Background: an optimization exercise with open tools, aiming at small area. Do not read the settings as production practice. The RTL was checked by simulation tests, not by an equivalence proof against the original design. Power is estimated from default activity; no workload was simulated.

==> flow/design.v (excerpt) <==
module TRexTop(
    input  wire       clk,
    input  wire       btnR,
    input  wire       duckButton,
    input  wire       jumpButton,
    input  wire       restart,
    output wire       Hsync,
    output wire       Vsync,
    output wire [2:0] vgaRed,
    output wire [2:0] vgaGreen,
    output wire [1:0] vgaBlue,
    output wire       led,
    output wire       run,
    output wire       dead);
export LEC_CHECK = 0
export CAP_MARGIN = 10
export CORE_MARGIN = 2
export CORE_UTILIZATION = 60
export SLEW_MARGIN = 10
export SYNTH_HIERARCHICAL = 1
create_clock -name core_clock -period 40.0 [get_ports {clk}]
run.sh (not shown) runs the stock make flow with config.mk's settings and CLKGATE_MAP_FILE= SYNTH_SCRIPT=/design/flow/synth_recipe.tcl, a recipe that flattens the netlist after the stock synthesis.
Next try:
- CAP_MARGIN: 10 -> 35
- CORE_UTILIZATION: 60 -> 30
- SLEW_MARGIN: 10 -> 35
Outcome:
- core utilization is lower by 31 points
- routed wire length is higher by 6.7%
- worst setup slack gains 0.86 ns
- area after synthesis does not change
- global-route usage is lower by 19 points
- hold slack loses 0.014 ns
- die area is higher by 97%

* * *

## wip/ember
Another version of the RTL of TRexTop (not shown whole).
Size in the first run: ~1,400 cells after synthesis, roughly 9400 sq um of cells after synthesis.
export LEC_CHECK = 0
export CAP_MARGIN = 10
export CORE_MARGIN = 2
export CORE_UTILIZATION = 60
export GPL_TIMING_DRIVEN = 0
export SLEW_MARGIN = 10
create_clock -name core_clock -period 40.0 [get_ports {clk}]
standard.sh (not shown) runs the stock make flow with config.mk's settings and CLKGATE_MAP_FILE= SYNTH_SCRIPT=/design/flow/synth_recipe.tcl, a recipe that flattens the netlist after the stock synthesis.
==> flow/flow/run.sh <==
#!/bin/bash
# Own layout flow: the standard ORFS flow, with one change in synthesis:
# the combinational logic is mapped by ABC with an area-oriented script
# (flow/abc.script: &deepsyn, then repeated choice computation and area-
# recovering mapping) instead of ORFS's delay-oriented abc_speed script.
# Everything else (the yosys passes, flip-flop mapping, flattening and
# renaming, floorplan, placement, CTS, routing) is the standard flow.
set -euo pipefail
W=$(pwd)
LOG=$W/own_flow.log
{
  echo "own flow: $(date)"
  # ORFS's synth.tcl with the ABC script argument replaced
  python3 - "$FLOW_HOME/scripts/synth.tcl" "$W/own_synth_orfs.tcl" <<'PY'
import sys
s = open(sys.argv[1]).read()
old = "  log_cmd abc {*}$abc_args\n"
assert s.count(old) == 1, "synth.tcl abc call not found"
new = ("  set abc_args [lreplace $abc_args 1 1 $::env(OWN_ABC_SCRIPT)]\n"
       "  log_cmd abc {*}$abc_args\n")
open(sys.argv[2], "w").write(s.replace(old, new))
PY
  # The standard flow's synthesis script, sourcing the patched synth.tcl
  grep -q 'source $::env(SCRIPTS_DIR)/synth.tcl' synth_recipe.tcl
  sed 's#source $::env(SCRIPTS_DIR)/synth.tcl#source '"$W"'/own_synth_orfs.tcl#' synth_recipe.tcl > own_synth.tcl
  # The standard layout command, with our synthesis script
  grep -q 'SYNTH_SCRIPT=' standard.sh
  sed 's#SYNTH_SCRIPT=[^ ]*#SYNTH_SCRIPT='"$W"'/own_synth.tcl#' standard.sh > own_standard.sh
  cat own_synth.tcl own_standard.sh
} > "$LOG" 2>&1
export OWN_ABC_SCRIPT=$W/flow/abc.script
bash own_standard.sh finish > "$W/own_make.log" 2>&1
echo "own flow done: $(date)" >> "$LOG"
==> flow/flow/abc.script <==
strash
&get -n
&deepsyn -T 180
&put
strash
&get -n
&fraig -x
&put
scorr
dc2
dretime
strash
&get -n
&dch -f
&nf -R 1000 -p
&put
strash
dc2
&get -n
&dch -f
&nf -R 1000 -p
&put
strash
dc2
&get -n
&dch -f
&nf -R 1000 -p
&put
strash
dc2
&get -n
&dch -f
&nf -R 1000 -p
&put
Having completed the whole flow, wip/ember delivered a layout that passed the timing, DRC and antenna checks.
diff inputs: wip/ember => wip/sierra
Settings: CTS_BUF_LIST newly set to sky130_fd_sc_hd__clkbuf_8.
### Flow results
Met2 track utilization from global routing: wip/sierra vs wip/ember up 0.19 points
Higher worst setup slack among wip/ember and wip/sierra: wip/sierra
Looking at wip/ember and wip/sierra, the worst stage delay on the critical path is a wash.
Compare wip/ember and wip/sierra | power attributed to the clock group lower: wip/sierra
Between wip/ember and wip/sierra, the share of power burned in registers is higher for wip/sierra.
Minimum setup slack among reg-to-reg paths: wip/sierra vs wip/ember — no meaningful difference
wip/ember was routed with more vias than wip/sierra.
Power: wip/sierra draws less than wip/ember
Compared to wip/ember, the router laid down less metal wire for wip/sierra.
wip/sierra vs wip/ember — cell leakage power dropped slightly

* * *

Setup of rev 12:
Another version of the RTL of TRexTop (not shown whole).
For scale: roughly 1200 cells after synthesis, about 91 flip-flops, roughly 18 I/O pins, about 8000 um^2 of cells after synthesis.
## TRexTop
module TRexTop(
    input  wire       clk,
    input  wire       btnR,
    input  wire       duckButton,
    input  wire       jumpButton,
    input  wire       restart,
    output wire       Hsync,
    output wire       Vsync,
    output wire [2:0] vgaRed,
    output wire [2:0] vgaGreen,
    output wire [1:0] vgaBlue,
    output wire       led,
    output wire       run,
    output wire       dead);
Settings: LEC_CHECK=0, CAP_MARGIN=10, CORE_MARGIN=2, CORE_UTILIZATION=60, CTS_BUF_LIST=sky130_fd_sc_hd__clkbuf_8, GPL_TIMING_DRIVEN=0, SLEW_MARGIN=10; clock period 40.0 ns.
==> flow/flow/run.sh <==
#!/bin/bash
# Own layout flow: the standard ORFS flow, with two changes in synthesis:
# adders are not extracted into half/full adder cells but left to ABC, and
# instead of one ABC run with ORFS's delay-oriented abc_speed script, the
# combinational logic is mapped by four ABC runs in parallel, each with the
# area-oriented flow/abc.script (&deepsyn with its own seed, then repeated
# choice computation and area-recovering mapping), and the smallest result is
# kept (flow/own_abc.tcl). Everything else (the yosys passes before and after
# ABC, flip-flop mapping, flattening and renaming, floorplan, placement, CTS,
# routing) is the standard flow.
set -euo pipefail
W=$(pwd)
LOG=$W/own_flow.log
{
  echo "own flow: $(date)"
  # ORFS's synth.tcl with the ABC call replaced by own_abc
  python3 - "$FLOW_HOME/scripts/synth.tcl" "$W/own_synth_orfs.tcl" <<'PY'
import sys
s = open(sys.argv[1]).read()
old = "  log_cmd abc {*}$abc_args\n"
assert s.count(old) == 1, "synth.tcl abc call not found"
new = ("  set abc_args [lreplace $abc_args 1 1 $::env(OWN_ABC_SCRIPT)]\n"
       "  source $::env(OWN_ABC_TCL)\n"
       "  own_abc $abc_args\n")
s = s.replace(old, new)
# no separate half/full adder cells: the adders go to ABC with the rest
a = s.index("# Technology mapping of adders")
b = s.index("# Technology mapping of latches")
s = s[:a] + "# (adder extraction left out: adders are mapped by ABC)\n\n" + s[b:]
open(sys.argv[2], "w").write(s)
PY
  # The standard flow's synthesis script, sourcing the patched synth.tcl
  grep -q 'source $::env(SCRIPTS_DIR)/synth.tcl' synth_recipe.tcl
  sed 's#source $::env(SCRIPTS_DIR)/synth.tcl#source '"$W"'/own_synth_orfs.tcl#' synth_recipe.tcl > own_synth.tcl
  # The standard layout command, with our synthesis script
  grep -q 'SYNTH_SCRIPT=' standard.sh
  sed 's#SYNTH_SCRIPT=[^ ]*#SYNTH_SCRIPT='"$W"'/own_synth.tcl#' standard.sh > own_standard.sh
  cat own_synth.tcl own_standard.sh
} > "$LOG" 2>&1
export OWN_WORK=$W
export OWN_ABC_N=4
export OWN_ABC_TCL=$W/flow/own_abc.tcl
export OWN_ABC_SCRIPT=$W/flow/abc.script
bash own_standard.sh finish > "$W/own_make.log" 2>&1
grep -h "own_abc" orfs/logs/*/*/*/1_2_yosys.log >> "$LOG" 2>&1 || true
echo "own flow done: $(date)" >> "$LOG"
==> flow/flow/abc.script <==
strash
&get -n
&deepsyn -T 1800
&put
strash
&get -n
&fraig -x
&put
scorr
dc2
dretime
strash
&get -n
&dch -f
&nf -R 1000 -p
&put
strash
dc2
&get -n
&dch -f
&nf -R 1000 -p
&put
strash
dc2
&get -n
&dch -f
&nf -R 1000 -p
&put
strash
dc2
&get -n
&dch -f
&nf -R 1000 -p
&put
Other scripts of this flow, unchanged in this note and not shown: flow/flow/own_abc.tcl
Rev 12 | stages: all done | timing, DRC, antenna: all pass
#### Input delta (rev 13 over rev 12)
-- flow/flow/abc.script --
<<< rev 12, line 1
strash
&get -n
&deepsyn -T 1800
&put
strash
>>> rev 13, line 1
strash
&get -n
&deepsyn -T 900
&put
strash
## What came out
On leakage power total, rev 13 does worse than rev 12. Min share of final-layout standard cells stronger than drive strength 1 across rev 12 and rev 13: rev 12. Going from rev 12 to rev 13, detailed placement HPWL shrank by a few percent. Compared with rev 12, rev 13 shows a power density of the placed cells that is about 1% higher. When the final numbers for rev 12 and rev 13 were put side by side, the sequential cell area share turned out to be smaller in rev 13. Clock period minus final worst setup slack on rev 13 is up relative to rev 12. In the metrics for rev 12 and rev 13, the one carrying the lower final setup slack of the worst path is rev 13.

==> afterwards: timing with drivers on the ports <==
The flow's constraints put no driver on any port. The routed layouts listed below were extracted and timed again, unchanged, in two steps.
Step 1: set_driving_cell puts a clkbuf_16 on clk and a buf_2 on each other input, an assumption about the parent block.
Step 2 times the ports against the registers' clock, not the clock port: input delays grow and output delays shrink by t, the midpoint of the rising clock arrivals with the driver on.
a / b / c = ideal ports / drivers / drivers and shift; a / b = the first two.
run | t (ns) | setup WS [ns] | latest minus earliest clock arrival (ns)
the first run of note 1 | 0.403 | 28.109 / 28.134 / 27.731 | 0.016 / 0.016
the second run of note 1 | 0.410 | 28.973 / 28.988 / 28.578 | 0.020 / 0.020
wip/ember | 0.402 | 28.744 / 28.771 / 28.368 | 0.011 / 0.011
wip/sierra | 0.437 | 28.826 / 28.848 / 28.411 | 0.017 / 0.016
rev 12 | 0.418 | 28.873 / 28.892 / 28.474 | 0.014 / 0.014
rev 13 | 0.440 | 28.433 / 28.453 / 28.013 | 0.026 / 0.026
After both steps setup and hold are still met in every run listed. For rev 13, which loses most, drivers alone change the setup slack by +0.020 ns; drivers and shift together by -0.420 ns.
